From an optimization exercise on the open Yosys and OpenROAD flow, aimed at small area, a short achievable clock period and few clock cycles per item; shortcuts taken in it are not production practice. RTL that was checked went through simulation tests only; none was proved equivalent to the original. Function not checked in runs 1 and 2: the RTL went through the layout flow alone.

### flow/run.sh
#!/bin/bash
# synth_recipe.tcl (not shown) runs the flow's synth.tcl, then flattens the netlist and writes it again
# the make line also repeats each setting of config.mk as NAME=value (left out here)
make -C /OpenROAD-flow-scripts/flow DESIGN_CONFIG=/design/flow/config.mk WORK_HOME=/design/flow/orfs CLKGATE_MAP_FILE= SYNTH_SCRIPT=/design/flow/synth_recipe.tcl finish
### flow/config.mk
export PLATFORM = sky130hd
export DESIGN_NAME = systolic_multiplier
export DESIGN_NICKNAME = systolic_multiplier
export VERILOG_FILES = /design/flow/design.v
export SDC_FILE = /design/flow/constraint.sdc
export NUM_CORES = 4
export LEC_CHECK = 0
export CAP_MARGIN = 20
export CORE_MARGIN = 2
export CORE_UTILIZATION = 40
export SETUP_SLACK_MARGIN = 4.5
export SLEW_MARGIN = 20
### flow/constraint.sdc
create_clock -name core_clock -period 7.0 [get_ports {clk}]
set_input_delay 1.4000 -clock core_clock [delete_from_list [all_inputs] [get_ports {clk}]]
set_output_delay 1.4000 -clock core_clock [all_outputs]
set_load 0.01 [all_outputs]
### flow/design.v
module systolic_multiplier(
	input wire clk,
	input wire rst_n,
	input wire start,
	input wire [163 - 1 : 0] a,
	input wire [163 - 1 : 0] g,
	input wire [BWIDTH - 1:0] b,
	output wire [163 - 1 : 0] t_i_j,
	output reg done
);
localparam W = 163;
localparam D = 12;
localparam BWIDTH = 168;
localparam K = (BWIDTH + D - 1) / D;                
localparam BW = K * D;                              
localparam CW = $clog2(K);
reg  [W - 1 : 0] reg_a;
reg  [W - 1 : 0] reg_g;
reg  [BW - 1 : 0] reg_b;
reg  [W - 1 : 0] tr;        
reg  [D - 1 : 0] q;         
reg  [D - 1 : 0] qn;        
reg  [D - 1 : 0] hb;        
reg  busy;                  
reg  fix;                   
reg  [CW - 1 : 0] counter;
wire ld = ~(busy | fix);    
assign t_i_j = tr;
always @(posedge clk or negedge rst_n) begin
	if (!rst_n) begin
		busy <= 1'b0;
		fix <= 1'b0;
		counter <= 0;
		done <= 1'b0;
	end else begin
		done <= fix;
		fix <= busy && (counter == K - 1);
		if (busy) begin
			if (counter == K - 1) begin
				busy <= 1'b0;
				counter <= 0;
			end else
				counter <= counter + 1'b1;
		end else if (start && !fix) begin
			busy <= 1'b1;
			counter <= 0;
		end
	end
end
wire [D - 1 : 0] dig = reg_b[BW - 1 -: D];
wire [D - 1 : 0] dig_nx = reg_b[BW - D - 1 -: D];
reg [D - 1 : 0] fac [0 : 3];
reg [D - 1 : 0] pr01, pr23, c_in;
reg [D - 1 : 1] c_r;        
wire [D - 1 : 0] c = {c_r, 1'b1};
integer i, j, k;
always @* begin
	for (k = 0; k < 4; k = k + 1) begin
		fac[k] = 0;
		fac[k][0] = 1'b1;
		for (j = 1; j < D; j = j + 1)
			if ((j << k) < D)
				fac[k][j << k] = g[W - j];
	end
	pr01 = 0; pr23 = 0; c_in = 0;
	for (i = 0; i < D; i = i + 1)
		for (j = 0; j <= i; j = j + 1) begin
			pr01[i] = pr01[i] ^ (fac[0][j] & fac[1][i - j]);
			pr23[i] = pr23[i] ^ (fac[2][j] & fac[3][i - j]);
		end
	for (i = 0; i < D; i = i + 1)
		for (j = 0; j <= i; j = j + 1)
			c_in[i] = c_in[i] ^ (pr01[j] & pr23[i - j]);
end
reg [W - 1 : 0] ta;           
reg [W - 1 : 0] ba;           
reg [D - 1 : 0] hq;           
reg [D - 1 : 0] q_new;        
reg [D - 1 : 0] hb_in, hb_nx;  
always @* begin
	for (i = 0; i < W; i = i + 1) begin
		ta[i] = tr[i];
		ba[i] = 1'b0;
		for (j = 0; j < D; j = j + 1)
			if (i >= j) begin
				ta[i] = ta[i] ^ (q[j] & reg_g[i - j]);
				ba[i] = ba[i] ^ (dig[j] & reg_a[i - j]);
			end
	end
	for (i = 0; i < D; i = i + 1) begin
		hq[i] = tr[W + i - D] ^ hb[i];
		for (j = 0; j < D; j = j + 1)
			if (W + i - D >= j)
				hq[i] = hq[i] ^ (~qn[j] & reg_g[W + i - D - j]);
		hb_in[i] = 1'b0;
		hb_nx[i] = 1'b0;
		for (j = 0; j < D; j = j + 1)
			if (W + i - j <= W - 1) begin
				hb_in[i] = hb_in[i] ^ (b[BW - 1 - (D - 1) + j] & a[W + i - j]);
				hb_nx[i] = hb_nx[i] ^ (dig_nx[j] & reg_a[W + i - j]);
			end
	end
	for (i = 0; i < D; i = i + 1) begin
		q_new[i] = 1'b0;
		for (k = 0; k < D - i; k = k + 1)
			q_new[i] = q_new[i] ^ (c[k] & hq[i + k]);
	end
end
always @(posedge clk) begin
	if (ld) begin
		reg_a <= a;
		reg_g <= g;
		c_r <= c_in[D - 1 : 1];
		reg_b <= {{(BW - BWIDTH){1'b0}}, b};
		tr <= {W{1'b0}};
		q <= {D{1'b0}};
		qn <= {D{1'b1}};
		hb <= hb_in;
	end else begin
		reg_b <= reg_b << D;
		tr <= fix ? ta : ({ta[W - D - 1 : 0], {D{1'b0}}} ^ ba);
		q <= q_new;
		qn <= ~q_new;
		hb <= hb_nx;
	end
end
endmodule  
==> results of run 1 <==
state kept, by name (all words and copies together) (netlist names):
name and cells:
c_r 11, reg_b 168, qn 12, reg_a 163, fix 1, busy 1, reg_g 162, q 12
counter 4, done 1, hb 11, tr 163
per-layer routing:
layer  up-vias  GRT usage (%)  share of wire [%]
li1      33050              -                  -
met1     35290          41.06                 37
met2      5185          46.98                 42
met3      1232          7.339                 13
met4        42          19.74                8.0
met5         -              0              0.078
critical path, delay by kind of cell, from the launching register on:
kind          cells  cell delay (ns)
flops             1             0.53
simple gates      3             0.48
buf+inv           1             0.19
xor+xnor          6             1.54
per-stage QoR:
stage	instance area [um2]	setup WS [ns]
2_1_floorplan	77540	4.338
3_3_place_gp	84700	2.895
3_5_place_dp	84700	2.964
4_1_cts	93190	4.099
5_1_grt	97480	4.006
6_report	97490	4.089
worst max-delay path by stage:
stage | start | to | slack, ns | cells after the start
global placement | g[162] | c_r[11] | 2.89 | 9
floorplan | g[160] | c_r[11] | 4.34 | 8
detailed placement | g[162] | c_r[11] | 2.96 | 9
CTS | reg_g[158] | q[1] | 4.10 | 11
global route | reg_g[157] | q[0] | 4.01 | 10
finish | reg_g[156] | qn[3] | 4.09 | 10
logic make-up after synthesis:
group,share of synthesized area (%)
AO/OA/AOI/OAI,1.667
XOR/XNOR,47.01
adder cells (fa/ha/maj),0.1617
buffers and inverters,4.428
flip-flops,22.73
multiplexers,0.02748
AND/OR/NAND/NOR,23.97
layout by cell type (no fill, tap or decap), types with 8 or more instances in the layout:
cell type / n
nand2_1: 4595
dfxtp_1: 167
buf_8: 15
xnor3_2: 11
inv_1: 9
clkinv_2: 11
nor2b_1: 95
clkbuf_16: 132
clkinv_4: 8
buf_6: 200
xor2_2: 8
xnor3_1: 15
clkinvlp_4: 14
xnor2_2: 231
diode_2: 22
clkbuf_1: 9
nand2_4: 12
and2b_1: 13
and2_1: 22
nor2_1: 10
edfxtp_1: 336
clkdlybuf4s50_1: 485
nand3_1: 14
dfxtp_2: 66
nand2b_1: 24
o21ai_0: 33
xnor2_1: 2723
buf_12: 92
a21oi_1: 8
o31ai_1: 137
dfxtp_4: 133
bufinv_16: 14
buf_4: 314
xor2_1: 1116
nand2_2: 14
buf_16: 53
cell usage after synthesis:
cell,number
buf_1,125
nand2b_1,24
o31ai_1,142
and2b_1,13
o21ai_0,33
and2_1,23
nand2_1,4618
mux2_2,1
xnor2_1,2948
nor2b_2,2
ha_1,10
xnor3_1,20
dfrtp_1,7
xor2_1,1122
edfxtp_1,336
inv_1,10
inv_2,3
and2b_4,1
buf_6,2
dfxtp_1,366
nor2b_1,105
a21oi_1,8
or2_1,1
clkbuf_1,711
xor2_2,2
nand3_1,14
xnor2_2,7
nand4_1,1
xnor3_2,6
nand2_2,3
a31oi_1,1
nor2_1,11
mux2i_1,1
o22ai_1,2
clkbuf_2,1
buf_4,11
buf_2,26
repair_timing:
action                     in CTS  in global routing
gates cloned                   23                 36
pin swaps                      31                103
setup endpoints to repair     864                749
buffers inserted              245                192
hold buffers                    0                  0
gates resized for setup      1424                233
hold endpoints to repair        0                  0
final cells by class:
cell class	count	share of cell area, %
inverters	13	0.08470
clock buffers	111	2.583
clock inverters	64	0.9497
flip-flops and latches	709	18.65
diodes	22	0.05647
repair buffers	1212	14.57
well taps	2526	3.242
multi-input cells	9119	59.87
==> results.ini, run 1 <==
[sta]
period_minus_slack_ns = 2.911
period_share_pct = 41.58
fin_worst_skew_ns = 0.07753
slew-limit-headroom_pct = 40.26
rsz0062_at_grt = true
holdWs_ns = 0.3895
maxClockFrequency_mhz = 343.5
hold_viol_final = 0
finalMaxSlewViolations = 0
setup_tns_ns = 0
setup_viol = 0
tightestPinTransition_ns = 0.8961

[cts]
clk_latency_ns = 0.81
cts_buffers = 93
cts_tree = done
clockRootBuffer = clkbuf_16
cts_max_path_buffers = 3
clkSlewWorstSetupHoldPaths_ns = 0.06
h-tree-depth = 3
clkSinkCount = 709

[worst_setup_path]
cpPeakStageDelay_ns = 0.53
arrival_ns = 3.56
critPathLaunchType = flip-flop
rrSetupSlack_ns = 4.09
path_cells = buf_6, nor2b_2, xnor2_1, xnor2_1, xnor3_2, nand2_2, xor2_2, xnor2_2, xnor3_1, or2_1
path_max_fanout = 4
cpMostUsedCell = xnor2_1
end_kind = flip-flop
required_ns = 7.65
critPathSlowestCell = edfxtp_1
path_class = reg -> reg
r2r-end = qn[3]
worstRegToRegCells = 10
crit-reg2reg-launch = reg_g[156]

[floorplan]
core.rowCount = 161
core-area_um2 = 192400
io-pin-count = 661
fp.dieW_um = 443.9
start_util_pct = 40.23
die-area_um2 = 197000
die_y_um = 443.9

[route]
vias = 74800
routed_wl_um = 341900
wl_per_cell_um = 24.82
drc_errors = 0
drt-initial-drc-count = 10460
drtPass1Iterations = 12
ant_nets = 0
vias_per_cell = 5.430

[min_path]
hold_depth = 2
min_path_type = reg -> reg
hold_end = reg_b[150]
holdCritStartpoint = reg_b[138]

[placed_design]
place_inst = 13080
hpwl_um = 195300
gp_congestion = 0.9332
portBuffers = 660

[yosys]
yosysWarnings = 2
ys_ff_latch = 709
synth_area_per_cell_um2 = 7.222
netlist_top_cells_area = xnor2_1 (33%), nand2_1 (22%), edfxtp_1 (13%), xor2_1 (13%), dfxtp_1 (9.5%)
yosysTopAreaCellShare_pct = 33.36
yosysSeqAreaShare_pct = 22.73
syn_area_um2 = 77390
syn_nets = 11220
synth_top_cell_by_area = xnor2_1
syn_inst = 10720
ys_types = 37

[status]
outcome = no timing/DRC/antenna violations

[grt]
grt_pass1_wl_um = 469100
grtUsageTotal_pct = 31.54
grt_max_degree = 153
antenna_found_initial = 43
grt_pass1_vias = 69200
gr-total-overflow = 0

[finish]
stdcell_count = 13780
post-route-util_pct = 50.68
syn_to_final_growth_pct = 25.97
seqCellArea_um2 = 18180
nets = 11660
fillers = 17830
multiInputGateArea_um2 = 58370
drive_gt1_share_pct = 12.34

[flow_run]
maxCapViolCount = 0

==> run 2: changes to the inputs <==
--- a/flow/config.mk
+++ b/flow/config.mk
@@ -10,3 +10,3 @@
 export CORE_UTILIZATION = 40
-export SETUP_SLACK_MARGIN = 4.5
+export SETUP_SLACK_MARGIN = 4.1
 export SLEW_MARGIN = 20
==> results.ini, run 2 <==
[sta]
fin_ws_ns = 3.978
maxClockFrequency_mhz = 330.9
rsz0062_at_grt = true
setup_viol = 0
finalMaxSlewViolations = 0
slew-limit-headroom_pct = 28.77
period_share_pct = 43.17
hold_viol_final = 0
tightestPinTransition_ns = 1.068
fin_worst_skew_ns = 0.06219
holdWs_ns = 0.4203
period_minus_slack_ns = 3.022
setup_tns_ns = 0

[finish]
layout_commonest_cell = nand2_1
top_register = reg_b
design_area_um2 = 90360
largest_reg_flops = 168
syn_to_final_growth_pct = 16.75
nets = 11270
layout_common_cells = nand2_1 (4610), xnor2_1 (2853), xor2_1 (1122)
top_regs = reg_b: 168 flops, reg_a: 163 flops, tr: 163 flops
drive_gt1_share_pct = 6.007

[worst_setup_path]
required_ns = 7.67
rrSetupSlack_ns = 3.98
path_class = reg -> reg
r2r-end = q[2]
critPathLaunchType = flip-flop
crit-reg2reg-launch = tr[159]
worstRegToRegCells = 10
arrival_ns = 3.69
end_kind = flip-flop
path_max_fanout = 5

[status]
outcome = no timing/DRC/antenna violations

[grt]
grtUsageTotal_pct = 29.85
grt_pass1_wl_um = 448300
antenna_found_initial = 42
grt_pass1_vias = 66960
grt_max_degree = 164
gr-total-overflow = 0

[min_path]
hold_depth = 2
min_path_type = reg -> reg
hold_end = reg_b[85]
holdCritStartpoint = reg_b[73]

[placed_design]
dpl-instance-area_um2 = 84530
hpwl_um = 197500
gp_congestion = 0.9770
portBuffers = 660
detailedPlace.worstSlack_ns = 3.239

[floorplan]
core-area_um2 = 192400
die-area_um2 = 197000
core.rowCount = 161
fp.dieW_um = 443.9
die_y_um = 443.9
start_util_pct = 40.23
io-pin-count = 661

[cts]
clkSinkCount = 709
cts_buffers = 91
clkSlewWorstSetupHoldPaths_ns = 0.07
cts_max_path_buffers = 3
clk_latency_ns = 0.79
h-tree-depth = 3
cts_tree = done
clockRootBuffer = clkbuf_16
ctsHoldBuffers = 0

[flow_run]
maxCapViolCount = 0

[route]
routed_wl_um = 312400
drc_errors = 0
vias_per_cell = 5.308
wl_per_cell_um = 23.36
ant_nets = 0
drt-initial-drc-count = 9006
vias = 71010
drtPass1Iterations = 8

[yosys]
synth-main-ff-cell = dfxtp_1
syn_area_um2 = 77390
yosysWarnings = 2
yosysSeqAreaShare_pct = 22.73
synth_most_common_cell = nand2_1
synth-async-reset-ratio_pct = 0.9873
yosysTopAreaCellShare_pct = 33.36
ys_types = 37
ys_ff_latch = 709
netlist_top_cells_area = xnor2_1 (33%), nand2_1 (22%), edfxtp_1 (13%), xor2_1 (13%), dfxtp_1 (9.5%)
yosys-top-cells-count = nand2_1 (4618), xnor2_1 (2948), xor2_1 (1122)
synth_top_cell_by_area = xnor2_1
syn_inst = 10720
syn_nets = 11220
synth_edf_count = 336
synth_area_per_cell_um2 = 7.222

[run 2: worst max-delay path by stage]
| stage | start | to | slack [ns] | cells past startpoint |
|---|---|---|---|---|
| after floorplan | busy | c_r[10] | 4.20 | 5 |
| after global placement | g[162] | c_r[11] | 3.16 | 9 |
| after detailed placement | g[162] | c_r[11] | 3.24 | 9 |
| after CTS | tr[53] | t_i_j[53] | 4.10 | 1 |
| after global routing | reg_g[158] | qn[9] | 3.96 | 10 |
| final | tr[159] | q[2] | 3.98 | 10 |
[run 2: what timing repair did]
item	CTS	global route
setup buffers	64	43
endpoints found under the setup margin	761	414
resized for setup	616	104
gates cloned	3	8
pin swaps	1	25
[run 2: layout make-up]
| class | instances | area [um2] |
|---|---|---|
| diodes | 14 | 35.03 |
| clock buffers | 114 | 2475 |
| clock inverters | 58 | 774.5 |
| fillers | 18570 | 102000 |
| inverters | 13 | 80.08 |
| multi-input cells | 9121 | 57180 |
| flip-flops and latches | 709 | 17950 |
| well taps | 2526 | 3161 |
| repair buffers | 822 | 8711 |
[run 2: per-stage QoR]
| stage | cells | util, % |
|---|---|---|
| after floorplan | 10720 | - |
| after global placement | 13070 | 43.93 |
| after detailed placement | 13070 | 43.94 |
| after CTS | 13310 | 46.33 |
| after global routing | 13370 | 46.96 |
| final | 13380 | 46.97 |
[run 2: per-layer routing]
metal	vias to the layer above	part of all wire, %	global-route usage [%]
li1	32250	-	-
met1	33950	40	39.70
met2	4042	43	44.92
met3	714	11	6.679
met4	54	6.2	15.85
met5	-	0.11	0
[run 2: critical path, stage by stage (launching register included)]
cell and delay [ns]:
dfxtp_4 0.41, xor2_1 0.47, xnor2_1 0.20, xnor2_1 0.14
xnor3_2 0.54, buf_4 0.18, nand2_1 0.10, xnor2_2 0.13
xnor3_1 0.37, xnor2_2 0.18, and2_1 0.18
[run 2: cells by family after synthesis]
logic type      after synthesis  synth area share [%]
compound gates              186                 1.667
xor+xnor                   4105                 47.01
fa+ha+maj                    10                0.1617
buf+inv                     889                 4.428
flops                       709                 22.73
mux                           2               0.02748
simple gates               4816                 23.97
==> run 3: changes to the inputs <==
--- a/flow/design.v
+++ b/flow/design.v
@@ -15,3 +15,3 @@
 localparam BW = K * D;                              
-localparam CW = $clog2(K);
+localparam CW = 4;                               
 reg  [W - 1 : 0] reg_a;
==> flow/flow/run.sh (new file) <==
#!/bin/bash
# The standard layout, with the port buffers inserted as buf_1 cells
# (ORFS's buffer_ports otherwise picks clkdlybuf4s50_1). Timing repair
# still resizes the ones on critical paths.
set -euo pipefail
export BUFFER_PORTS_ARGS="-buffer_cell sky130_fd_sc_hd__buf_1"
bash standard.sh > standard_flow.log 2>&1
==> flow/standard.sh (new file) <==
#!/bin/bash
# synth_recipe.tcl (not shown) runs the flow's synth.tcl, then flattens the netlist and writes it again
# the make line also repeats each setting of config.mk as NAME=value (left out here)
make -C /OpenROAD-flow-scripts/flow DESIGN_CONFIG=/design/flow/config.mk WORK_HOME=/design/flow/orfs CLKGATE_MAP_FILE= SYNTH_SCRIPT=/design/flow/synth_recipe.tcl "${@:-finish}"
--- a/flow/config.mk
+++ b/flow/config.mk
@@ -10,3 +10,3 @@
 export CORE_UTILIZATION = 40
-export SETUP_SLACK_MARGIN = 4.1
+export SETUP_SLACK_MARGIN = 3.7
 export SLEW_MARGIN = 20
removed: flow/run.sh
==> results.ini, run 3 <==
[status]
outcome = no timing/DRC/antenna violations

[yosys]
ys_ff_latch = 709
yosysWarnings = 2
synth_area_per_cell_um2 = 7.222
yosysSeqAreaShare_pct = 22.73
synth-main-ff-cell = dfxtp_1
netlist_top_cells_area = xnor2_1 (33%), nand2_1 (22%), edfxtp_1 (13%), xor2_1 (13%), dfxtp_1 (9.5%)
syn_area_um2 = 77390
synth_top_cell_by_area = xnor2_1
syn_inst = 10720
synth-async-reset-ratio_pct = 0.9873
yosysTopAreaCellShare_pct = 33.36
synth_most_common_cell = nand2_1
syn_nets = 11220
synth_edf_count = 336
yosys-top-cells-count = nand2_1 (4618), xnor2_1 (2948), xor2_1 (1122)
ys_types = 37

[placed_design]
dpl-instance-area_um2 = 80460
gp_congestion = 0.9539
hpwl_um = 198900
portBuffers = 660
detailedPlace.worstSlack_ns = 3.421

[finish]
layout_common_cells = nand2_1 (4617), xnor2_1 (2935), xor2_1 (1122)
nets = 11170
fillers = 19140
top_regs = reg_b: 168 flops, reg_a: 163 flops, tr: 163 flops
layout_commonest_cell = nand2_1
largest_reg_flops = 168
seqCellArea_um2 = 17690
drive_gt1_share_pct = 2.607
top_register = reg_b
multiInputGateArea_um2 = 56480
post-route-util_pct = 43.74
syn_to_final_growth_pct = 8.733
design_area_um2 = 84150

[sta]
finalMaxSlewViolations = 0
period_share_pct = 46.73
rsz0062_at_grt = true
slew-limit-headroom_pct = 26.07
fin_ws_ns = 3.729
setup_tns_ns = 0
tightestPinTransition_ns = 1.109
maxClockFrequency_mhz = 305.7
fin_worst_skew_ns = 0.08648
hold_viol_final = 0
period_minus_slack_ns = 3.271
setup_viol = 0

[cts]
cts_tree = done
clockRootBuffer = clkbuf_16
h-tree-depth = 3
cts_buffers = 89
clk_latency_ns = 0.80
clkSinkCount = 709
ctsHoldBuffers = 0
clkSlewWorstSetupHoldPaths_ns = 0.06
cts_max_path_buffers = 3

[worst_setup_path]
critPathLaunch = reg_b[163]
critPathLaunchType = flip-flop
end_kind = flip-flop
path_max_fanout = 46
path_class = reg -> reg
required_ns = 7.67
arrival_ns = 3.94
cpMostUsedCell = xnor2_1
critPathSlowestCell = dfxtp_4
path_cells = buf_4, nand2_1, xor2_1, xnor2_1, xnor2_1, xnor2_1, xnor2_1, o31ai_1
cpPeakStageDelay_ns = 0.64
crit-reg2reg-launch = reg_b[163]

[floorplan]
fp.dieW_um = 443.9
core-area_um2 = 192400
die_y_um = 443.9
start_util_pct = 40.23
die-area_um2 = 197000
io-pin-count = 661
core.rowCount = 161

[grt]
use_met3_pct = 6.116
grt_pass1_vias = 66110
use_met2_pct = 42.88
grtUsageTotal_pct = 29.13
antenna_found_initial = 22
grt_pass1_wl_um = 439100
gr-total-overflow = 0
grt_use_met1_pct = 39.64
busiest_layer = met2
grt_max_degree = 159

[min_path]
min_path_type = reg -> reg
holdCritStartpoint = reg_b[116]

[flow_run]
maxCapViolCount = 0

[route]
routed_wl_um = 300100
wl_per_cell_um = 22.60
ant_nets = 0
vias = 69850
vias_per_cell = 5.261
drtPass1Iterations = 7
drc_errors = 0
drt-initial-drc-count = 7945

-- run 3: cell type report --
| type | count | share of cell area, % |
|---|---|---|
| multi-input cells | 9119 | 67.12 |
| flip-flops and latches | 709 | 21.02 |
| repair buffers | 731 | 4.151 |
| well taps | 2526 | 3.756 |
| clock buffers | 118 | 2.899 |
| clock inverters | 49 | 0.9501 |
| inverters | 13 | 0.07583 |
| diodes | 11 | 0.03271 |
-- run 3: final timing paths --
kind / endpoint / slack [ns] / cells past startpoint
max: tr[125] / 3.73 / 8
min: reg_b[128] / 0.42 / 2
max reg2reg: tr[125] / 3.73 / 8
min reg2reg: reg_b[128] / 0.42 / 2
max in group asynchronous: fix / 6.16 / 1
min in group asynchronous: counter[1] / 0.50 / 1
-- run 3: stage by stage --
stage / std cells / hold slack [ns]
floorplan: 10720 / 0.3519
global placement: 13080 / 0.4058
detailed placement: 13080 / 0.4042
CTS: 13250 / 0.4199
global route: 13270 / 0.4344
finish: 13280 / 0.4187
-- run 3: layer usage --
metal  vias up  part of all wire [%]
li1      32010                     -
met1     33580                    41
met2      3615                    42
met3       624                    10
met4        24                   6.0
met5         -                 0.046
-- run 3: repair_timing --
| item | in CTS | in global routing |
|---|---|---|
| setup buffers | 6 | 10 |
| resized for setup | 6 | 18 |
| endpoints found under the setup margin | 244 | 297 |
| gates cloned | 0 | 1 |
| endpoints found under the hold margin | 0 | 0 |
-- run 3: kinds of logic (layout without fill, tap and decap cells) --
logic type,count (synthesis),after routing,synth area share (%)
compound gates,186,186,1.667
mux,2,2,0.02748
other cells,0,11,0
buf+inv,889,911,4.428
simple gates,4816,4816,23.97
fa+ha+maj,10,10,0.1617
xor+xnor,4105,4105,47.01
flops,709,709,22.73
-- run 3: critical path: cells and delay by family (launching register included) --
kind,cells,cell delay [ns]
buf+inv,1,0.61
xor+xnor,5,1.36
simple gates,1,0.14
flops,1,0.64
compound gates,1,0.38
Testbench counts of run 3, summed over its fixed seeds: cycles 25,608, items 1,600.
==> run 4: changes to the inputs <==
--- a/flow/config.mk
+++ b/flow/config.mk
@@ -10,3 +10,4 @@
 export CORE_UTILIZATION = 40
-export SETUP_SLACK_MARGIN = 3.7
+export SETUP_SLACK_MARGIN = 4.1
 export SLEW_MARGIN = 20
+export TNS_END_PERCENT = 10
==> results.ini, run 4 <==
[sta]
tightestPinTransition_ns = 1.033
slew-limit-headroom_pct = 31.11
rsz0062_at_grt = true
setup_tns_ns = 0
hold_viol_final = 0
period_share_pct = 44.42
fin_worst_skew_ns = 0.09227
setup_viol = 0
finalMaxSlewViolations = 0
maxClockFrequency_mhz = 321.6
holdWs_ns = 0.4184
period_minus_slack_ns = 3.110

[yosys]
synth_top_cell_by_area = xnor2_1
yosysSeqAreaShare_pct = 22.73
ys_types = 37
yosys-top-cells-count = nand2_1 (4618), xnor2_1 (2948), xor2_1 (1122)
ys_ff_latch = 709
synthAdderAreaFrac_pct = 0.1617
synth_most_common_cell = nand2_1
synth-async-reset-ratio_pct = 0.9873
yosysWarnings = 2
syn_inst = 10720
synth_top_family_by_area = XOR/XNOR gates
synth_xor_area_share_pct = 47.01
synth-simple-area-share_pct = 23.97
syn_nets = 11220
syn_area_um2 = 77390
synth_edf_count = 336
synth_compound_area_share_pct = 1.667
yosysTopAreaCellShare_pct = 33.36
synth_area_per_cell_um2 = 7.222
muxShareOfSynthArea_pct = 0.02748
synth-main-ff-cell = dfxtp_1
netlist_top_cells_area = xnor2_1 (33%), nand2_1 (22%), edfxtp_1 (13%), xor2_1 (13%), dfxtp_1 (9.5%)

[placed_design]
gp_congestion = 0.9539
place_inst = 13080
portBuffers = 660
hpwl_um = 198900

[grt]
antenna_found_initial = 20
grtUsageTotal_pct = 29.44
grt_pass1_vias = 66460
grt_max_degree = 159
gr-total-overflow = 0
grt_pass1_wl_um = 442500

[floorplan]
core-area_um2 = 192400
fp.dieW_um = 443.9
start_util_pct = 40.23
die-area_um2 = 197000
die_y_um = 443.9
io-pin-count = 661
core.rowCount = 161

[cts]
clkSlewWorstSetupHoldPaths_ns = 0.06
clk_latency_ns = 0.81
cts_tree = done
h-tree-depth = 3
cts_max_path_buffers = 3
clockRootBuffer = clkbuf_16
clkSinkCount = 709
cts_buffers = 89

[route]
routed_wl_um = 309900
drt-initial-drc-count = 8622
vias = 70900
ant_nets = 0
vias_per_cell = 5.304
drc_errors = 0
wl_per_cell_um = 23.18
drtPass1Iterations = 8

[worst_setup_path]
path_max_fanout = 2
required_ns = 5.60
crit_buf_inv = 1
arrival_ns = 1.71
end_kind = output pin
cp_top_family = buffers and inverters
path_cells = buf_1
path_class = reg -> out
critPathLaunchType = flip-flop
critPathSlowestCell = buf_1
cpPeakStageDelay_ns = 0.58

[status]
outcome = no timing/DRC/antenna violations

[finish]
layout_common_cells = nand2_1 (4615), xnor2_1 (2908), xor2_1 (1119)
nets = 11260
layout_commonest_cell = nand2_1
stdcell_count = 13370
largest_reg_flops = 168
top_register = reg_b
top_regs = reg_b: 168 flops, reg_a: 163 flops, tr: 163 flops
syn_to_final_growth_pct = 10.65
drive_gt1_share_pct = 3.924

[flow_run]
maxCapViolCount = 0

[min_path]
min_path_type = reg -> reg

-- run 4: repair_timing --
item | CTS | global route
buffers inserted | 24 | 77
pin swaps | 0 | 8
gates resized for setup | 23 | 102
setup endpoints to repair | 672 | 606
hold buffers | 0 | 0
gates cloned | 1 | 7
-- run 4: path summary, 6_finish.rpt --
path                               to       start  slack [ns]  cells after the start
hold / removal             reg_b[128]  reg_b[116]        0.42                      2
setup / recovery           t_i_j[120]     tr[120]        3.89                      1
setup reg to reg              tr[133]  reg_b[163]        4.04                      8
max in group asynchronous         fix       rst_n        6.15                      1
hold reg to reg            reg_b[128]  reg_b[116]        0.42                      2
min in group asynchronous  counter[1]       rst_n        0.51                      1
-- run 4: kinds of logic (layout without fill, tap and decap cells) --
family	Yosys count	in the layout
and+or+nand+nor	4816	4816
xor gates and xnor gates	4105	4105
adders and majority gates	10	10
muxes	2	2
AOI/OAI and AO/OA	186	186
buffers and inverters	889	1003
other	0	10
DFF	709	709
-- run 4: layout make-up --
type | instances | area, um2
tap | 2526 | 3161
clock inverter | 49 | 799.5
clock buffer | 118 | 2440
inverter | 13 | 80.08
fill | 19020 | 106700
timing repair buffer | 823 | 4710
sequential | 709 | 17710
antenna | 10 | 25.02
multi-input combinational | 9119 | 56720
-- run 4: layer usage --
layer | track usage (%) | share of wire (%) | up-vias
li1 | - | - | 32200
met1 | 39.78 | 40 | 33750
met2 | 43.43 | 43 | 4222
met3 | 6.220 | 11 | 704
met4 | 16.44 | 6.3 | 22
met5 | 0 | 0.041 | -
-- run 4: metrics by stage --
stage / setup slack (ns) / instance area (um2) / util [%]
2_1_floorplan: 4.199 / 77400 / -
3_3_place_gp: 3.481 / 80460 / 41.82
3_5_place_dp: 3.421 / 80460 / 41.82
4_1_cts: 3.926 / 84150 / 43.74
5_1_grt: 3.903 / 85640 / 44.52
6_report: 3.890 / 85640 / 44.52
==> run 5: changes to the inputs <==
--- a/flow/config.mk
+++ b/flow/config.mk
@@ -10,4 +10,5 @@
 export CORE_UTILIZATION = 40
+export CTS_CLUSTER_DIAMETER = 100
+export CTS_CLUSTER_SIZE = 18
 export SETUP_SLACK_MARGIN = 4.1
 export SLEW_MARGIN = 20
-export TNS_END_PERCENT = 10
==> results.ini, run 5 <==
[floorplan]
io-pin-count = 661
core-area_um2 = 192400
start_util_pct = 40.23
core.rowCount = 161
die-area_um2 = 197000
fp.dieW_um = 443.9
die_y_um = 443.9

[route]
drt-initial-drc-count = 8398
drtPass1Iterations = 6
routed_wl_um = 311400
vias_per_cell = 5.317
drc_errors = 0
ant_nets = 0
vias = 70660
wl_per_cell_um = 23.44

[flow_run]
maxCapViolCount = 0

[yosys]
syn_nets = 11220
netlist_top_cells_area = xnor2_1 (33%), nand2_1 (22%), edfxtp_1 (13%), xor2_1 (13%), dfxtp_1 (9.5%)
ys_ff_latch = 709
synth_area_per_cell_um2 = 7.222
yosys-top-cells-count = nand2_1 (4618), xnor2_1 (2948), xor2_1 (1122)
synth-main-ff-cell = dfxtp_1
ys_types = 37
yosysWarnings = 2
yosysSeqAreaShare_pct = 22.73
syn_inst = 10720
synth_top_cell_by_area = xnor2_1
syn_area_um2 = 77390
yosysTopAreaCellShare_pct = 33.36
synth_most_common_cell = nand2_1
synth_edf_count = 336
synth-async-reset-ratio_pct = 0.9873

[worst_setup_path]
arrival_ns = 3.60
end_kind = flip-flop
path_max_fanout = 41
critPathLaunchType = flip-flop
required_ns = 7.62
path_class = reg -> reg

[sta]
maxClockFrequency_mhz = 335.2
holdWs_ns = 0.4147
hold_viol_final = 0
setup_viol = 0
slew-limit-headroom_pct = 40.67
setup_tns_ns = 0
rsz0062_at_grt = true
fin_ws_ns = 4.017
fin_worst_skew_ns = 0.03963
period_minus_slack_ns = 2.983
tightestPinTransition_ns = 0.8899
finalMaxSlewViolations = 0
period_share_pct = 42.62

[finish]
nets = 11220
top_regs = reg_b: 168 flops, reg_a: 163 flops, tr: 163 flops
syn_to_final_growth_pct = 9.218
layout_common_cells = nand2_1 (4617), xnor2_1 (2889), xor2_1 (1120)
layout_commonest_cell = nand2_1
drive_gt1_share_pct = 4.110
design_area_um2 = 84530
largest_reg_flops = 168
post-route-util_pct = 43.94
top_register = reg_b
stdcell_count = 13290

[cts]
cts_tree = done
cts_buffers = 56
clockRootBuffer = clkbuf_16
clkSlewWorstSetupHoldPaths_ns = 0.08
clk_latency_ns = 0.78
cts_max_path_buffers = 3
ctsHoldBuffers = 0
clkSinkCount = 709
h-tree-depth = 2

[grt]
grt_pass1_wl_um = 449000
grtUsageTotal_pct = 29.94
gr-total-overflow = 0
grt_max_degree = 159
grt_pass1_vias = 66880
antenna_found_initial = 19

[placed_design]
hpwl_um = 198900
detailedPlace.worstSlack_ns = 3.421
dpl-instance-area_um2 = 80460
portBuffers = 660
gp_congestion = 0.9539
place_inst = 13080

[status]
outcome = no timing/DRC/antenna violations

[min_path]
min_path_type = reg -> reg

[run 5: cell counts after synthesis]
Identical to the previous run, type by type.
[run 5: kinds of logic (layout without fill, tap and decap cells)]
group                    after synthesis  in the layout  synth area share [%]
other                                  0              8                     0
multiplexers                           2              2               0.02748
flip-flops                           709            709                 22.73
buffers and inverters                889            926                 4.428
AO/OA/AOI/OAI                        186            186                 1.667
AND/OR/NAND/NOR                     4816           4816                 23.97
adder cells (fa/ha/maj)               10             10                0.1617
XOR/XNOR                            4105           4105                 47.01
[run 5: critical path, stage by stage, from the launching register on]
cell	delay [ns]
dfxtp_4	0.70
buf_6	0.44
nand2_1	0.12
xor2_1	0.19
xnor2_1	0.20
xnor2_1	0.12
xnor2_1	0.45
xnor2_1	0.19
o31ai_1	0.38
[run 5: final cells by class]
cell class,count,area (um2)
Fill cell,19140,107900
Multi-Input combinational cell,9119,56850
Sequential cell,709,17750
Timing Repair Buffer,813,4815
Tap cell,2526,3161
Clock buffer,72,1491
Clock inverter,28,377.9
Inverter,13,70.07
Antenna cell,8,20.02
[run 5: what timing repair did]
| action | 4_1_cts | 5_1_grt |
|---|---|---|
| setup endpoints to repair | 658 | 181 |
| pin swaps | 0 | 5 |
| setup buffers | 61 | 29 |
| resized for setup | 139 | 66 |
| gates cloned | 5 | 4 |
[run 5: path summary, 6_finish.rpt]
check                             endpoint  startpoint  depth (start not counted)  slack [ns]
worst min register to register  reg_b[128]  reg_b[116]                          2        0.41
max in group asynchronous              fix       rst_n                          1        6.11
worst min-delay path            reg_b[128]  reg_b[116]                          2        0.41
min in group asynchronous       counter[0]       rst_n                          1        0.56
worst max-delay path               tr[134]       q[11]                          8        4.02
worst max register to register     tr[134]       q[11]                          8        4.02
[run 5: per-layer routing]
metal | vias up | wire, um | track usage (%)
li1 | 32080 | - | -
met1 | 33710 | 124700 | 40.11
met2 | 4122 | 132300 | 44.35
met3 | 728 | 33360 | 6.318
met4 | 20 | 20980 | 17.27
met5 | - | 115 | 0
==> run 6: changes to the inputs <==
--- a/flow/config.mk
+++ b/flow/config.mk
@@ -12,3 +12,3 @@
 export CTS_CLUSTER_SIZE = 18
-export SETUP_SLACK_MARGIN = 4.1
+export SETUP_SLACK_MARGIN = 4.0
 export SLEW_MARGIN = 20
==> results.ini, run 6 <==
[placed_design]
gp_congestion = 0.9539
hpwl_um = 198900
detailedPlace.worstSlack_ns = 3.421
portBuffers = 660

[route]
drtPass1Iterations = 6
ant_nets = 0
vias = 70270
wl_per_cell_um = 23.15
drt-initial-drc-count = 8611
drc_errors = 0
routed_wl_um = 307100
vias_per_cell = 5.298

[finish]
nets = 11190
layout_common_cells = nand2_1 (4617), xnor2_1 (2911), xor2_1 (1121)
layout_commonest_cell = nand2_1
top_regs = reg_b: 168 flops, reg_a: 163 flops, tr: 163 flops
top_register = reg_b
drive_gt1_share_pct = 3.029
syn_to_final_growth_pct = 8.376
largest_reg_flops = 168
fillers = 19210

[worst_setup_path]
worstRegToRegCells = 8
cpPeakStageDelay_ns = 0.45
end_kind = output pin
crit_buf_inv = 1
required_ns = 5.60
path_class = reg -> out
critPathSlowestCell = buf_1
path_max_fanout = 2
critPathLaunchType = flip-flop
path_cells = buf_1
arrival_ns = 1.62
rrSetupSlack_ns = 4.04
path_depth = 1
cp_top_family = buffers and inverters

[yosys]
yosysWarnings = 2
synth_most_common_cell = nand2_1
ys_types = 37
yosys-top-cells-count = nand2_1 (4618), xnor2_1 (2948), xor2_1 (1122)
ys_ff_latch = 709
yosysSeqAreaShare_pct = 22.73
syn_inst = 10720
synth_area_per_cell_um2 = 7.222
yosysTopAreaCellShare_pct = 33.36
synth-async-reset-ratio_pct = 0.9873
synth-main-ff-cell = dfxtp_1
syn_area_um2 = 77390
synth_top_cell_by_area = xnor2_1
synth_edf_count = 336
syn_nets = 11220
netlist_top_cells_area = xnor2_1 (33%), nand2_1 (22%), edfxtp_1 (13%), xor2_1 (13%), dfxtp_1 (9.5%)

[grt]
gr-total-overflow = 0
grt_pass1_vias = 66450
antenna_found_initial = 19
grt_pass1_wl_um = 444500
grtUsageTotal_pct = 29.54
grt_max_degree = 159

[min_path]
min_path_type = reg -> reg
hold_depth = 2

[floorplan]
die_y_um = 443.9
core-area_um2 = 192400
fp.dieW_um = 443.9
io-pin-count = 661
core.rowCount = 161
start_util_pct = 40.23
die-area_um2 = 197000

[cts]
cts_tree = done
cts_buffers = 56
ctsHoldBuffers = 0
clockRootBuffer = clkbuf_16
h-tree-depth = 2
clk_latency_ns = 0.78
clkSlewWorstSetupHoldPaths_ns = 0.09
cts_max_path_buffers = 3
clkSinkCount = 709

[sta]
rsz0062_at_grt = false
maxClockFrequency_mhz = 331.3
fin_ws_ns = 3.982
hold_viol_final = 0
period_share_pct = 43.12
tightestPinTransition_ns = 1.021
finalMaxSlewViolations = 0
period_minus_slack_ns = 3.018
setup_tns_ns = 0
setup_viol = 0
fin_worst_skew_ns = 0.04090
slew-limit-headroom_pct = 31.96

[status]
outcome = no timing/DRC/antenna violations

[flow_run]
maxCapViolCount = 0

## run 6: cell counts after synthesis
No cell type changed its count.
## run 6: final cells by class
| cell class | count | area [um2] | share of cell area, % |
|---|---|---|---|
| Inverter | 13 | 70.07 | 0.08354 |
| Sequential cell | 709 | 17700 | 21.11 |
| Multi-Input combinational cell | 9119 | 56670 | 67.56 |
| Clock inverter | 28 | 377.9 | 0.4505 |
| Timing Repair Buffer | 788 | 4379 | 5.221 |
| Tap cell | 2526 | 3161 | 3.768 |
| Antenna cell | 9 | 22.52 | 0.02685 |
| Clock buffer | 72 | 1491 | 1.778 |
## run 6: timing repair
action | CTS | global route
setup buffers | 37 | 31
setup endpoints to repair | 570 | 444
resized for setup | 45 | 59
gates cloned | 2 | 4
## run 6: per-stage QoR
step / hold slack (ns) / area [um2] / cells / utilization, %
after floorplan: 0.3519 / 77400 / 10720 / -
after global placement: 0.4058 / 80460 / 13080 / 41.82
after detailed placement: 0.4042 / 80460 / 13080 / 41.82
after CTS: 0.4154 / 83090 / 13220 / 43.19
after global routing: 0.4253 / 83870 / 13260 / 43.60
final: 0.4142 / 83880 / 13260 / 43.60
## run 6: per-layer routing
metal / routed length, um / GRT usage (%)
met5: 118 / 0
met1: 124000 / 39.92
met3: 32380 / 5.966
met4: 19240 / 16.24
met2: 131400 / 43.88
## run 6: cell families after synthesis
group           count (synthesis)  synth area share (%)
xor+xnor                     4105                 47.01
simple gates                 4816                 23.97
flops                         709                 22.73
fa+ha+maj                      10                0.1617
compound gates                186                 1.667
mux                             2               0.02748
buf+inv                       889                 4.428
## run 6: worst paths after layout
path / startpoint / end
worst min register to register: reg_b[116] / reg_b[128]
worst min-delay path: reg_b[116] / reg_b[128]
min in group asynchronous: rst_n / busy
worst max-delay path: tr[16] / t_i_j[16]
worst max register to register: q[11] / tr[134]
max in group asynchronous: rst_n / fix
==> run 7: changes to the inputs <==
--- a/flow/config.mk
+++ b/flow/config.mk
@@ -10,5 +10,3 @@
 export CORE_UTILIZATION = 40
-export CTS_CLUSTER_DIAMETER = 100
-export CTS_CLUSTER_SIZE = 18
-export SETUP_SLACK_MARGIN = 4.0
+export SETUP_SLACK_MARGIN = 4.3
 export SLEW_MARGIN = 20
==> results.ini, run 7 <==
[floorplan]
start_util_pct = 40.23
die_y_um = 443.9
core.rowCount = 161
die-area_um2 = 197000
core-area_um2 = 192400
fp.dieW_um = 443.9
io-pin-count = 661

[grt]
grt_pass1_wl_um = 468600
antenna_found_initial = 30
grt_pass1_vias = 68840
grt_max_degree = 158
gr-total-overflow = 0
grtUsageTotal_pct = 31.45

[yosys]
syn_area_um2 = 77390
synth_most_common_cell = nand2_1
synth_edf_count = 336
netlist_top_cells_area = xnor2_1 (33%), nand2_1 (22%), edfxtp_1 (13%), xor2_1 (13%), dfxtp_1 (9.5%)
yosys-top-cells-count = nand2_1 (4618), xnor2_1 (2948), xor2_1 (1122)
synth_top_cell_by_area = xnor2_1
yosysWarnings = 2
ys_types = 37
synth-async-reset-ratio_pct = 0.9873
syn_nets = 11220
yosysSeqAreaShare_pct = 22.73
syn_inst = 10720
ys_ff_latch = 709
synth_area_per_cell_um2 = 7.222
synth-main-ff-cell = dfxtp_1
yosysTopAreaCellShare_pct = 33.36

[placed_design]
hpwl_um = 197600
portBuffers = 660
place_inst = 13070
gp_congestion = 0.9623

[finish]
seqCellArea_um2 = 18170
top_regs = reg_b: 168 flops, reg_a: 163 flops, tr: 163 flops
syn_to_final_growth_pct = 16.32
top_register = reg_b
post-route-util_pct = 46.80
fillers = 18730
multiInputGateArea_um2 = 57660
stdcell_count = 13540
layout_common_cells = nand2_1 (4605), xnor2_1 (2805), xor2_1 (1117)
drive_gt1_share_pct = 9.589
layout_commonest_cell = nand2_1
nets = 11430
largest_reg_flops = 168

[worst_setup_path]
crit-reg2reg-launch = reg_g[157]
path_class = reg -> reg
critPathLaunchType = flip-flop
required_ns = 7.65
end_kind = flip-flop
r2r-end = q[1]
critPathLaunch = reg_g[157]
path_max_fanout = 7
arrival_ns = 3.58
worstRegToRegCells = 9
endpoint = q[1]
rrSetupSlack_ns = 4.07

[cts]
h-tree-depth = 3
clkSlewWorstSetupHoldPaths_ns = 0.06
cts_max_path_buffers = 3
cts_buffers = 92
clkSinkCount = 709
cts_tree = done
clockRootBuffer = clkbuf_16
clk_latency_ns = 0.79

[sta]
setup_viol = 0
fin_worst_skew_ns = 0.05047
period_minus_slack_ns = 2.926
rsz0062_at_grt = true
finalMaxSlewViolations = 0
tightestPinTransition_ns = 1.114
setup_tns_ns = 0
period_share_pct = 41.80
holdWs_ns = 0.4041
hold_viol_final = 0
slew-limit-headroom_pct = 25.75
maxClockFrequency_mhz = 341.7

[route]
drtPass1Iterations = 8
wl_per_cell_um = 24.10
ant_nets = 0
routed_wl_um = 326300
drc_errors = 0
vias = 72900
vias_per_cell = 5.385
drt-initial-drc-count = 10010

[status]
outcome = no timing/DRC/antenna violations

[min_path]
min_path_type = reg -> reg

[flow_run]
maxCapViolCount = 0

[run 7: cell counts after synthesis]
Identical to the previous run, type by type.
[run 7: critical path, stage by stage (launching register included)]
cell      delay (ns)
edfxtp_1        0.52
nor2b_4         0.23
xnor2_2         0.13
xnor3_1         0.45
xnor3_2         0.43
nand2_2         0.11
xnor2_2         0.15
xnor2_1         0.20
xnor3_1         0.44
and2_1          0.16
[run 7: stage by stage]
stage                     area (um2)  setup WS (ns)
final                          90030          4.074
after global routing           90020          4.041
after CTS                      88470          4.205
after detailed placement       80430          3.529
after global placement         80430          3.533
after floorplan                77420          4.300
[run 7: metal layers]
metal  wire length [um]  global-route usage, %
met5                184                      0
met4              22960                  20.03
met3              37840                  6.897
met2             139200                  46.36
met1             126100                  41.45
[run 7: repair_timing]
item / in CTS / in global routing
gates cloned: 19 / 4
endpoints found under the hold margin: 0 / 0
endpoints found under the setup margin: 850 / 487
pin swaps: 14 / 40
resized for setup: 787 / 154
buffers inserted: 190 / 69
hold buffers: 0 / 0
[run 7: how the worst min path moves through the flow]
stage               startpoint         end  slack (ns)  cells past startpoint
detailed placement   reg_b[91]  reg_b[103]        0.40                      2
floorplan                  fix        done        0.35                      0
global placement     reg_b[18]   reg_b[30]        0.40                      2
global route        reg_b[132]  reg_b[144]        0.41                      2
finish              reg_b[132]  reg_b[144]        0.40                      2
CTS                 reg_b[132]  reg_b[144]        0.39                      2
[run 7: area by class of cell]
class,count,share of cell area [%]
Clock inverter,57,0.7519
Multi-Input combinational cell,9119,64.05
Tap cell,2526,3.511
Timing Repair inverter,2,0.01946
Clock buffer,116,2.793
Sequential cell,709,20.18
Inverter,13,0.09450
Timing Repair Buffer,986,8.568
Antenna cell,11,0.03058
[run 7: cells by family after synthesis]
group / Yosys count / synth area share [%]
multiplexers: 2 / 0.02748
flip-flops: 709 / 22.73
buffers and inverters: 889 / 4.428
AO/OA/AOI/OAI: 186 / 1.667
adder cells (fa/ha/maj): 10 / 0.1617
XOR/XNOR: 4105 / 47.01
AND/OR/NAND/NOR: 4816 / 23.97
==> run 8: changes to the inputs <==
--- a/flow/config.mk
+++ b/flow/config.mk
@@ -10,3 +10,3 @@
 export CORE_UTILIZATION = 40
-export SETUP_SLACK_MARGIN = 4.3
+export SETUP_SLACK_MARGIN = 4.1
 export SLEW_MARGIN = 20
==> results.ini, run 8 <==
[yosys]
yosysSeqAreaShare_pct = 22.73
netlist_top_cells_area = xnor2_1 (33%), nand2_1 (22%), edfxtp_1 (13%), xor2_1 (13%), dfxtp_1 (9.5%)
yosys-top-cells-count = nand2_1 (4618), xnor2_1 (2948), xor2_1 (1122)
synth_area_per_cell_um2 = 7.222
synth-simple-area-share_pct = 23.97
synth-main-ff-cell = dfxtp_1
yosysTopAreaCellShare_pct = 33.36
synth_xor_area_share_pct = 47.01
synth_compound_area_share_pct = 1.667
synth_most_common_cell = nand2_1
yosysWarnings = 2
synth_top_family_by_area = XOR/XNOR gates
synth-async-reset-ratio_pct = 0.9873
syn_area_um2 = 77390
syn_inst = 10720
syn_nets = 11220
muxShareOfSynthArea_pct = 0.02748
synth_top_cell_by_area = xnor2_1
synthAdderAreaFrac_pct = 0.1617
ys_ff_latch = 709
synth_edf_count = 336
ys_types = 37

[cts]
clockRootBuffer = clkbuf_16
cts_buffers = 89
clkSlewWorstSetupHoldPaths_ns = 0.06
cts_max_path_buffers = 3
h-tree-depth = 3
cts_tree = done
clk_latency_ns = 0.82
clkSinkCount = 709
ctsHoldBuffers = 0

[finish]
largest_reg_flops = 168
nets = 11250
drive_gt1_share_pct = 4.797
design_area_um2 = 85970
fillers = 18980
layout_common_cells = nand2_1 (4616), xnor2_1 (2883), xor2_1 (1121)
stdcell_count = 13360
layout_commonest_cell = nand2_1
top_register = reg_b
top_regs = reg_b: 168 flops, reg_a: 163 flops, tr: 163 flops
post-route-util_pct = 44.69
syn_to_final_growth_pct = 11.08

[route]
routed_wl_um = 311400
drt-initial-drc-count = 8734
vias = 70850
ant_nets = 0
vias_per_cell = 5.305
wl_per_cell_um = 23.32
drc_errors = 0
drtPass1Iterations = 6

[sta]
rsz0062_at_grt = true
holdWs_ns = 0.4184
maxClockFrequency_mhz = 345.9
period_minus_slack_ns = 2.891
slew-limit-headroom_pct = 28.65
fin_ws_ns = 4.109
tightestPinTransition_ns = 1.070
period_share_pct = 41.30
setup_viol = 0
finalMaxSlewViolations = 0
setup_tns_ns = 0
fin_worst_skew_ns = 0.09474
hold_viol_final = 0

[floorplan]
io-pin-count = 661
core-area_um2 = 192400
start_util_pct = 40.23
die-area_um2 = 197000
core.rowCount = 161
fp.dieW_um = 443.9
die_y_um = 443.9

[placed_design]
portBuffers = 660
gp_congestion = 0.9539
hpwl_um = 198900
place_inst = 13080
dpl-instance-area_um2 = 80460
detailedPlace.worstSlack_ns = 3.421

[worst_setup_path]
required_ns = 7.71
end_kind = flip-flop
path_cells = clkbuf_16, nand2_1, xnor2_1, xnor2_1, xnor2_1, xnor2_1, xnor2_1, o31ai_1
critPathLaunchType = flip-flop
path_max_fanout = 49
critPathSlowestCell = dfxtp_4
cpMostUsedCell = xnor2_1
cpPeakStageDelay_ns = 0.69
arrival_ns = 3.60
path_class = reg -> reg

[grt]
grt_pass1_vias = 67230
grt_max_degree = 159
grt_pass1_wl_um = 449100
antenna_found_initial = 19
gr-total-overflow = 0
grtUsageTotal_pct = 29.95

[status]
outcome = no timing/DRC/antenna violations

[flow_run]
maxCapViolCount = 0

[min_path]
min_path_type = reg -> reg

-- run 8: cell families (layout without fill, tap and decap cells) --
kind of cell / after synthesis / after routing
AOI/OAI and AO/OA: 186 / 186
other: 0 / 9
buffers and inverters: 889 / 992
xor gates and xnor gates: 4105 / 4105
muxes: 2 / 2
adders and majority gates: 10 / 10
and+or+nand+nor: 4816 / 4816
DFF: 709 / 709
-- run 8: what timing repair did --
| item | CTS | global route |
|---|---|---|
| pin swaps | 0 | 11 |
| endpoints found under the setup margin | 672 | 279 |
| gates resized for setup | 154 | 80 |
| setup buffers | 63 | 25 |
| cloned | 3 | 7 |
-- run 8: final timing paths --
kind,to,slack [ns],start,cells past startpoint
setup reg to reg,tr[129],4.11,reg_b[165],8
min in group asynchronous,counter[1],0.49,rst_n,1
max in group asynchronous,fix,6.17,rst_n,1
hold reg to reg,reg_b[128],0.42,reg_b[116],2
setup / recovery,tr[129],4.11,reg_b[165],8
hold / removal,reg_b[128],0.42,reg_b[116],2
-- run 8: layout make-up --
type | count | area, um2 | share of cell area [%]
Antenna cell | 9 | 22.52 | 0.02620
Clock buffer | 118 | 2440 | 2.838
Clock inverter | 49 | 799.5 | 0.9300
Inverter | 13 | 80.08 | 0.09314
Multi-Input combinational cell | 9119 | 56890 | 66.17
Sequential cell | 709 | 17760 | 20.66
Tap cell | 2526 | 3161 | 3.676
Timing Repair Buffer | 812 | 4822 | 5.609
-- run 8: routing by layer --
layer / vias up / global-route usage [%] / part of all wire [%]
met3: 800 / 6.487 / 11
met1: 33710 / 39.96 / 40
met2: 4135 / 44.23 / 42
met4: 20 / 17.72 / 6.7
met5: - / 0 / 0.037
li1: 32190 / - / -
-- run 8: critical path: cells and delay by family (launching register included) --
family	cells	cell delay (ns)
flip-flops	1	0.69
AND/OR/NAND/NOR	1	0.11
buffers and inverters	1	0.44
AO/OA/AOI/OAI	1	0.22
XOR/XNOR	5	1.32
==> run 9: changes to the inputs <==
--- a/flow/design.v
+++ b/flow/design.v
@@ -11,3 +11,3 @@
 localparam W = 163;
-localparam D = 12;
+localparam D = 14;
 localparam BWIDTH = 168;
==> results.ini, run 9 <==
[worst_setup_path]
arrival_ns = 3.73
path_class = reg -> reg
crit_buf_inv = 0
critPathSlowestCell = edfxtp_1
cpMostUsedCell = xnor3_1
path_cells = nor2b_1, xnor3_1, xnor3_1, xnor3_2, nand2_2, xnor2_2, xnor3_1, xnor3_1, or2_1
critPathLaunchType = flip-flop
cp_top_family = XOR/XNOR gates
required_ns = 7.66
cpPeakStageDelay_ns = 0.48
end_kind = flip-flop
path_max_fanout = 6

[cts]
cts_max_path_buffers = 3
cts_tree = done
cts_buffers = 93
clkSinkCount = 717
clk_latency_ns = 0.80
h-tree-depth = 3
clkSlewWorstSetupHoldPaths_ns = 0.06
clockRootBuffer = clkbuf_16

[sta]
setup_tns_ns = 0
tightestPinTransition_ns = 0.9645
slew-limit-headroom_pct = 35.70
setup_viol = 0
period_share_pct = 43.85
period_minus_slack_ns = 3.070
fin_worst_skew_ns = 0.04549
finalMaxSlewViolations = 0
rsz0062_at_grt = true
holdWs_ns = 0.4111
maxClockFrequency_mhz = 325.8
hold_viol_final = 0

[placed_design]
hpwl_um = 208700
gp_congestion = 0.9695
portBuffers = 660

[route]
vias = 79310
wl_per_cell_um = 22.24
vias_per_cell = 5.173
ant_nets = 0
drt-initial-drc-count = 9164
drtPass1Iterations = 7
routed_wl_um = 341000
drc_errors = 0

[yosys]
synth_edf_count = 338
syn_area_um2 = 87470
yosysTopAreaCellShare_pct = 37.52
syn_nets = 12930
synth_most_common_cell = nand2_1
ys_ff_latch = 717
synth_area_per_cell_um2 = 7.042
yosysWarnings = 2
syn_inst = 12420
synth_top_cell_by_area = xnor2_1
yosys-top-cells-count = nand2_1 (5438), xnor2_1 (3747), xor2_1 (1028)
netlist_top_cells_area = xnor2_1 (38%), nand2_1 (23%), edfxtp_1 (12%), xor2_1 (10%), dfxtp_1 (8.5%)
synth-main-ff-cell = dfxtp_1
ys_types = 32
yosysSeqAreaShare_pct = 20.32
synth-async-reset-ratio_pct = 0.9763

[finish]
top_register = reg_b
drive_gt1_share_pct = 4.786
top_regs = reg_b: 168 flops, reg_a: 163 flops, tr: 163 flops
largest_reg_flops = 168
nets = 12900
fillers = 21910
layout_commonest_cell = nand2_1
layout_common_cells = nand2_1 (5419), xnor2_1 (3650), xor2_1 (1024)
syn_to_final_growth_pct = 10.83

[flow_run]
maxCapViolCount = 0

[grt]
grtUsageTotal_pct = 29.14
use_met3_pct = 6.490
antenna_found_initial = 24
grt_pass1_wl_um = 493900
use_met2_pct = 42.22
grt_max_degree = 160
busiest_layer = met2
grt_pass1_vias = 71800
grt_use_met1_pct = 41.01
gr-total-overflow = 0

[status]
outcome = no timing/DRC/antenna violations

[floorplan]
io-pin-count = 661
core.rowCount = 171
core-area_um2 = 217200
die_y_um = 471.6
fp.dieW_um = 471.6
start_util_pct = 40.28
die-area_um2 = 222400

[min_path]
min_path_type = reg -> reg

-- run 9: per-stage QoR --
step	cell area, um2	std cells	worst slack (ns)	utilization (%)
global placement	90880	15040	3.094	41.85
floorplan	87510	12420	4.101	-
finish	96950	15330	3.930	44.64
global route	96940	15330	3.864	44.64
CTS	95760	15300	3.987	44.09
detailed placement	90880	15040	3.117	41.85
-- run 9: metal layers --
layer / wire [um] / vias to the layer above
met2: 142800 / 4202
met1: 143800 / 37430
met4: 15910 / 38
li1: - / 37000
met3: 38340 / 646
met5: 222 / -
-- run 9: logic make-up (layout without fill, tap and decap cells) --
logic type	count (synthesis)	count (layout)	share of synthesized area, %
muxes	2	2	0.02289
xor gates and xnor gates	4824	4825	49.07
and+or+nand+nor	5835	5835	25.92
buffers and inverters	983	1035	4.227
other	0	3	0
adders and majority gates	9	9	0.1287
AOI/OAI and AO/OA	51	51	0.3104
DFF	717	717	20.32
-- run 9: tightest hold or removal path, cell delays in order (launching register included) --
cell     delay [ns]
dfxtp_1        0.31
nand2_1        0.04
nand2_1        0.05
-- run 9: path summary, 6_finish.rpt --
| path | from | endpoint | slack [ns] | cells past startpoint |
|---|---|---|---|---|
| worst max register to register | reg_g[152] | qn[1] | 3.93 | 9 |
| worst min register to register | reg_b[126] | reg_b[140] | 0.41 | 2 |
| max in group asynchronous | rst_n | busy | 6.17 | 1 |
| worst max-delay path | reg_g[152] | qn[1] | 3.93 | 9 |
| min in group asynchronous | rst_n | counter[1] | 0.50 | 1 |
| worst min-delay path | reg_b[126] | reg_b[140] | 0.41 | 2 |
-- run 9: repair_timing --
action | CTS | global route
gates cloned | 8 | 4
gates resized for setup | 177 | 161
setup buffers | 79 | 26
hold buffers | 0 | 0
endpoints found under the setup margin | 322 | 158
pin swaps | 25 | 37
-- run 9: cell type report --
cell class | instances | area (um2) | area share [%]
Antenna cell | 3 | 7.507 | 0.007744
Tap cell | 2854 | 3571 | 3.683
Timing Repair Buffer | 849 | 5157 | 5.320
Clock inverter | 46 | 558.0 | 0.5756
Clock buffer | 128 | 2676 | 2.761
Inverter | 12 | 57.56 | 0.05937
Sequential cell | 717 | 17950 | 18.52
Multi-Input combinational cell | 10720 | 66970 | 69.08
Testbench counts of run 9, summed over its fixed seeds: cycles 22,408, items 1,600.

## static timing again, ports no longer ideal
The results above use ideal ports. As a check the final layouts listed here were re-extracted and re-timed, cells and wires unchanged. Step 1 assumes that a clkbuf_16 drives the clock port and a buf_2 every other input. Step 2 moves the port delays by t, midway between the first and last clock arrival at a register: inputs arrive t later, outputs are due t later. That takes back most of the time a late clock gives input paths. Three values: no drivers, after step 1, after step 2; two values: the first two.
| run | t, ns | setup slack, ns | worst register clock-pin slew, ns | worst slew at a driven data input, ns |
|---|---|---|---|---|
| run 1 | 0.867 | 4.089 / 4.089 / 3.838 | 0.07 / 0.07 | 0.18 |
| run 2 | 0.853 | 3.978 / 3.978 / 3.453 | 0.07 / 0.07 | 0.16 |
| run 3 | 0.853 | 3.729 / 3.729 / 3.524 | 0.07 / 0.07 | 0.18 |
| run 4 | 0.854 | 3.890 / 3.799 / 3.495 | 0.07 / 0.07 | 0.18 |
| run 5 | 0.851 | 4.017 / 4.017 / 3.530 | 0.10 / 0.10 | 0.19 |
| run 6 | 0.851 | 3.982 / 3.888 / 3.528 | 0.10 / 0.10 | 0.19 |
| run 7 | 0.855 | 4.074 / 4.074 / 3.740 | 0.07 / 0.07 | 0.17 |
| run 8 | 0.860 | 4.109 / 4.042 / 3.513 | 0.07 / 0.07 | 0.19 |
| run 9 | 0.872 | 3.930 / 3.930 / 3.579 | 0.07 / 0.07 | 0.10 |
After both steps setup and hold are still met in every run listed. The setup slack of run 8, which loses most, moves by -0.067 ns with the drivers and by -0.596 ns with both steps.
